Source: an optimization exercise on an open RTL-to-GDS flow (aim: small area and a short achievable clock period). Production flows keep margins and buffers that such runs may drop.
Only simulation tests tie the RTL to the original design; equivalence was not proved.

== alpha ==
Design j17_core, start of the top module:
module j17_core (
  input         clk,
  input         rst,
  input  [31:0] instr,
  input  [17:0] sw,
  input         btn,
  output [31:0] pc,
  output [31:0] result,
  output [6:0]  display1,
  output [6:0]  display2,
  output [6:0]  display3
);
  wire is_imm, c_add, c_sub, c_mul, c_div, c_mod, c_not, c_and, c_or, c_shl, c_shr, c_ones;
  wire w_alu, w_b, push, pop, j_a, j_cmp, j_z, j_nz, halt;
  wire [2:0] cmp_sel;
  UC uc (
    .instruction(instr), .is_imm(is_imm), .c_add(c_add), .c_sub(c_sub), .c_mul(c_mul),
    .c_div(c_div), .c_mod(c_mod), .c_not(c_not), .c_and(c_and), .c_or(c_or),
    .c_shl(c_shl), .c_shr(c_shr), .c_ones(c_ones), .w_alu(w_alu), .w_b(w_b),
    .push(push), .pop(pop), .j_a(j_a), .j_cmp(j_cmp), .j_z(j_z), .j_nz(j_nz),
    .halt(halt), .cmp_sel(cmp_sel)
  );
  wire       f   = instr[25];
  wire [2:0] ra  = instr[24:22];
  wire       f1  = instr[21];
  wire [2:0] rb  = instr[20:18];
  wire [2:0] rt  = instr[17:15];
  ...
For scale: roughly 10000 cells after synthesis, about 620 flip-flops, roughly 140 I/O pins, about 80000 um2 of cells after synthesis.
Settings: LEC_CHECK=0, ABC_AREA=1, CAP_MARGIN=10, CORE_MARGIN=2, CORE_UTILIZATION=40, CTS_BUF_LIST=sky130_fd_sc_hd__clkbuf_8, PLACE_DENSITY=0.6, SLEW_MARGIN=10; clock period 120.0 ns.
standard.sh (not shown) runs the stock make flow with config.mk's settings and CLKGATE_MAP_FILE= SYNTH_SCRIPT=/design/flow/synth_recipe.tcl, a recipe that flattens the netlist after the stock synthesis.
==> flow/flow/run.sh <==
#!/bin/bash
set -uo pipefail
bash standard.sh SETUP_SLACK_MARGIN=41 SETUP_MOVE_SEQUENCE=sizeup SKIP_PIN_SWAP=1 \
  SKIP_GATE_CLONING=1 BUFFER_PORTS_ARGS="-buffer_cell sky130_fd_sc_hd__buf_2" finish > flow_make.log 2>&1
status=$?
tail -n 40 flow_make.log
exit $status
Looking at the reports, alpha completed the entire flow and the layout it produced met the timing, DRC and antenna checks.
> inputs changed (alpha -> beta)
==> flow/flow/run.sh <==
#!/bin/bash
set -uo pipefail
bash standard.sh SETUP_SLACK_MARGIN=43 SETUP_MOVE_SEQUENCE=sizeup SKIP_PIN_SWAP=1 \
  SKIP_GATE_CLONING=1 BUFFER_PORTS_ARGS="-buffer_cell sky130_fd_sc_hd__buf_2" finish > flow_make.log 2>&1
status=$?
tail -n 40 flow_make.log
exit $status
### Flow results
beta finished every step from synthesis to the final layout, and the layout passed the timing, DRC and antenna checks. For post-cts gate resize count, dividing the value from beta by the value from alpha gives 1.5. Comparing alpha against beta, there is no change at all in share of synthesized cell area in and, or, nand and nor gates. Changes observed in beta relative to alpha: finished layout cell area picked up an extra 0.90%. Summary of the comparison: post-layout worst setup margin is higher in beta, relative to alpha. Compared with alpha, beta shows fmax that has gone up by a few percent.

j17_core again, from the RTL that the note above started with.
==> flow/config.mk <==
export PLATFORM = sky130hd
export DESIGN_NAME = j17_core
export DESIGN_NICKNAME = j17_core
export VERILOG_FILES = /design/flow/design.v
export SDC_FILE = /design/flow/constraint.sdc
export NUM_CORES = 4
export LEC_CHECK = 0
export ABC_AREA = 1
export CAP_MARGIN = 10
export CORE_MARGIN = 2
export CORE_UTILIZATION = 40
export CTS_BUF_LIST = sky130_fd_sc_hd__clkbuf_8
export PLACE_DENSITY = 0.6
export SLEW_MARGIN = 10
==> flow/constraint.sdc <==
create_clock -name core_clock -period 120.0 [get_ports {clk}]
set_input_delay 24.0000 -clock core_clock [delete_from_list [all_inputs] [get_ports {clk}]]
set_output_delay 24.0000 -clock core_clock [all_outputs]
set_load 0.01 [all_outputs]
==> flow/flow/run.sh <==
#!/bin/bash
set -uo pipefail
bash standard.sh SETUP_SLACK_MARGIN=40 SETUP_MOVE_SEQUENCE=sizeup SKIP_PIN_SWAP=1 \
  SKIP_GATE_CLONING=1 BUFFER_PORTS_ARGS="-buffer_cell sky130_fd_sc_hd__buf_2" finish > flow_make.log 2>&1
status=$?
tail -n 40 flow_make.log
exit $status
==> next run, changes <==
CAP_MARGIN = 20   (was 10)
PLACE_DENSITY = 0.7   (was 0.6)
SLEW_MARGIN = 20   (was 10)
Outcome: Worst setup slack degrades by 0.072 ns. Design area stays flat. Fmax stays flat. Via count climbs by about 2%. Die area is unchanged.

Starting RTL as in the previous note.
// j17_core
module j17_core (
  input         clk,
  input         rst,
  input  [31:0] instr,
  input  [17:0] sw,
  input         btn,
  output [31:0] pc,
  output [31:0] result,
  output [6:0]  display1,
  output [6:0]  display2,
  output [6:0]  display3
);
  wire is_imm, c_add, c_sub, c_mul, c_div, c_mod, c_not, c_and, c_or, c_shl, c_shr, c_ones;
  wire w_alu, w_b, push, pop, j_a, j_cmp, j_z, j_nz, halt;
  wire [2:0] cmp_sel;
  UC uc (
    .instruction(instr), .is_imm(is_imm), .c_add(c_add), .c_sub(c_sub), .c_mul(c_mul),
    .c_div(c_div), .c_mod(c_mod), .c_not(c_not), .c_and(c_and), .c_or(c_or),
    .c_shl(c_shl), .c_shr(c_shr), .c_ones(c_ones), .w_alu(w_alu), .w_b(w_b),
    .push(push), .pop(pop), .j_a(j_a), .j_cmp(j_cmp), .j_z(j_z), .j_nz(j_nz),
    .halt(halt), .cmp_sel(cmp_sel)
  );
  wire       f   = instr[25];
  wire [2:0] ra  = instr[24:22];
  wire       f1  = instr[21];
  wire [2:0] rb  = instr[20:18];
  wire [2:0] rt  = instr[17:15];
  wire [20:0] imm = instr[20:0];
  reg [31:0] PC, RES;
  reg [31:0] R [0:7];
  reg [31:0] D0, D1, D2, D5, D6, D7, D8, D9, D10;    
  reg [9:0]  SP;                                      
  reg        LB;
  assign pc = PC;
  assign result = RES;
  assign display1 = D0[6:0];
  assign display2 = D1[6:0];
  assign display3 = D2[6:0];
  wire [31:0] bw = (!LB && !btn) ? 32'd1 : {31'd0, btn};
  function [31:0] mrd;
    input [9:0] ad;
    input [31:0] d0, d1, d2, d5, d6, d7, d8, d9, d10, p3, p4;
    begin
      case (ad)
        10'd0: mrd = d0;
        10'd1: mrd = d1;
        10'd2: mrd = d2;
        10'd3: mrd = p3;
        10'd4: mrd = p4;
        10'd5: mrd = d5;
        10'd6: mrd = d6;
        10'd7: mrd = d7;
        10'd8: mrd = d8;
  ...
Settings: LEC_CHECK=0, ABC_AREA=1, CAP_MARGIN=10, CORE_MARGIN=2, CORE_UTILIZATION=40, CTS_BUF_LIST=sky130_fd_sc_hd__clkbuf_8, PLACE_DENSITY=0.6, SLEW_MARGIN=10; clock period 120.0 ns.
==> flow/flow/run.sh <==
#!/bin/bash
set -uo pipefail
bash standard.sh SETUP_SLACK_MARGIN=45 SETUP_MOVE_SEQUENCE=sizeup SKIP_PIN_SWAP=1 \
  SKIP_GATE_CLONING=1 BUFFER_PORTS_ARGS="-buffer_cell sky130_fd_sc_hd__buf_2" finish > flow_make.log 2>&1
status=$?
tail -n 40 flow_make.log
exit $status
Change:
--- a/flow/flow/run.sh
+++ b/flow/flow/run.sh
@@ -3 +3 @@
-bash standard.sh SETUP_SLACK_MARGIN=45 SETUP_MOVE_SEQUENCE=sizeup SKIP_PIN_SWAP=1 \
+bash standard.sh SETUP_SLACK_MARGIN=44 SETUP_MOVE_SEQUENCE=sizeup SKIP_PIN_SWAP=1 \
Effect:
- The new run finished clean
- synthesized cell count does not change
- routed wire length hardly moves

==> what the ideal ports hide <==
In the flow no input, the clock included, has a driving cell. The finished layouts below were timed again as built, in two steps.
Step 1: set_driving_cell puts a clkbuf_16 on clk and a buf_2 on each other input, an assumption about the parent block.
Step 2, shift: input delay + t, output delay - t, t = (earliest + latest rising clock arrival at the registers) / 2. This alone moves slack from input paths to output paths.
Slacks: ideal / step 1 / step 2; pairs: ideal / step 1.
| run | t, ns | setup WS [ns] | clock arrival spread, ns | worst data-port slew with drivers (ns) |
|---|---|---|---|---|
| alpha | 0.909 | 43.706 / 43.742 / 42.832 | 0.094 / 0.093 | 0.20 |
| beta | 0.906 | 45.768 / 45.803 / 44.897 | 0.097 / 0.097 | 0.20 |
| the first run of note 2 | 0.898 | 43.248 / 43.283 / 42.385 | 0.092 / 0.092 | 0.21 |
| the second run of note 2 | 0.897 | 43.176 / 43.218 / 42.321 | 0.078 / 0.078 | 0.23 |
| the first run of note 3 | 0.899 | 47.212 / 47.232 / 46.333 | 0.099 / 0.098 | 0.21 |
| the second run of note 3 | 0.900 | 46.642 / 46.679 / 45.779 | 0.095 / 0.094 | 0.20 |
After both steps every run listed still meets setup and hold. For the first run of note 3, which loses most, drivers alone change the setup slack by +0.020 ns; drivers and shift together by -0.879 ns.
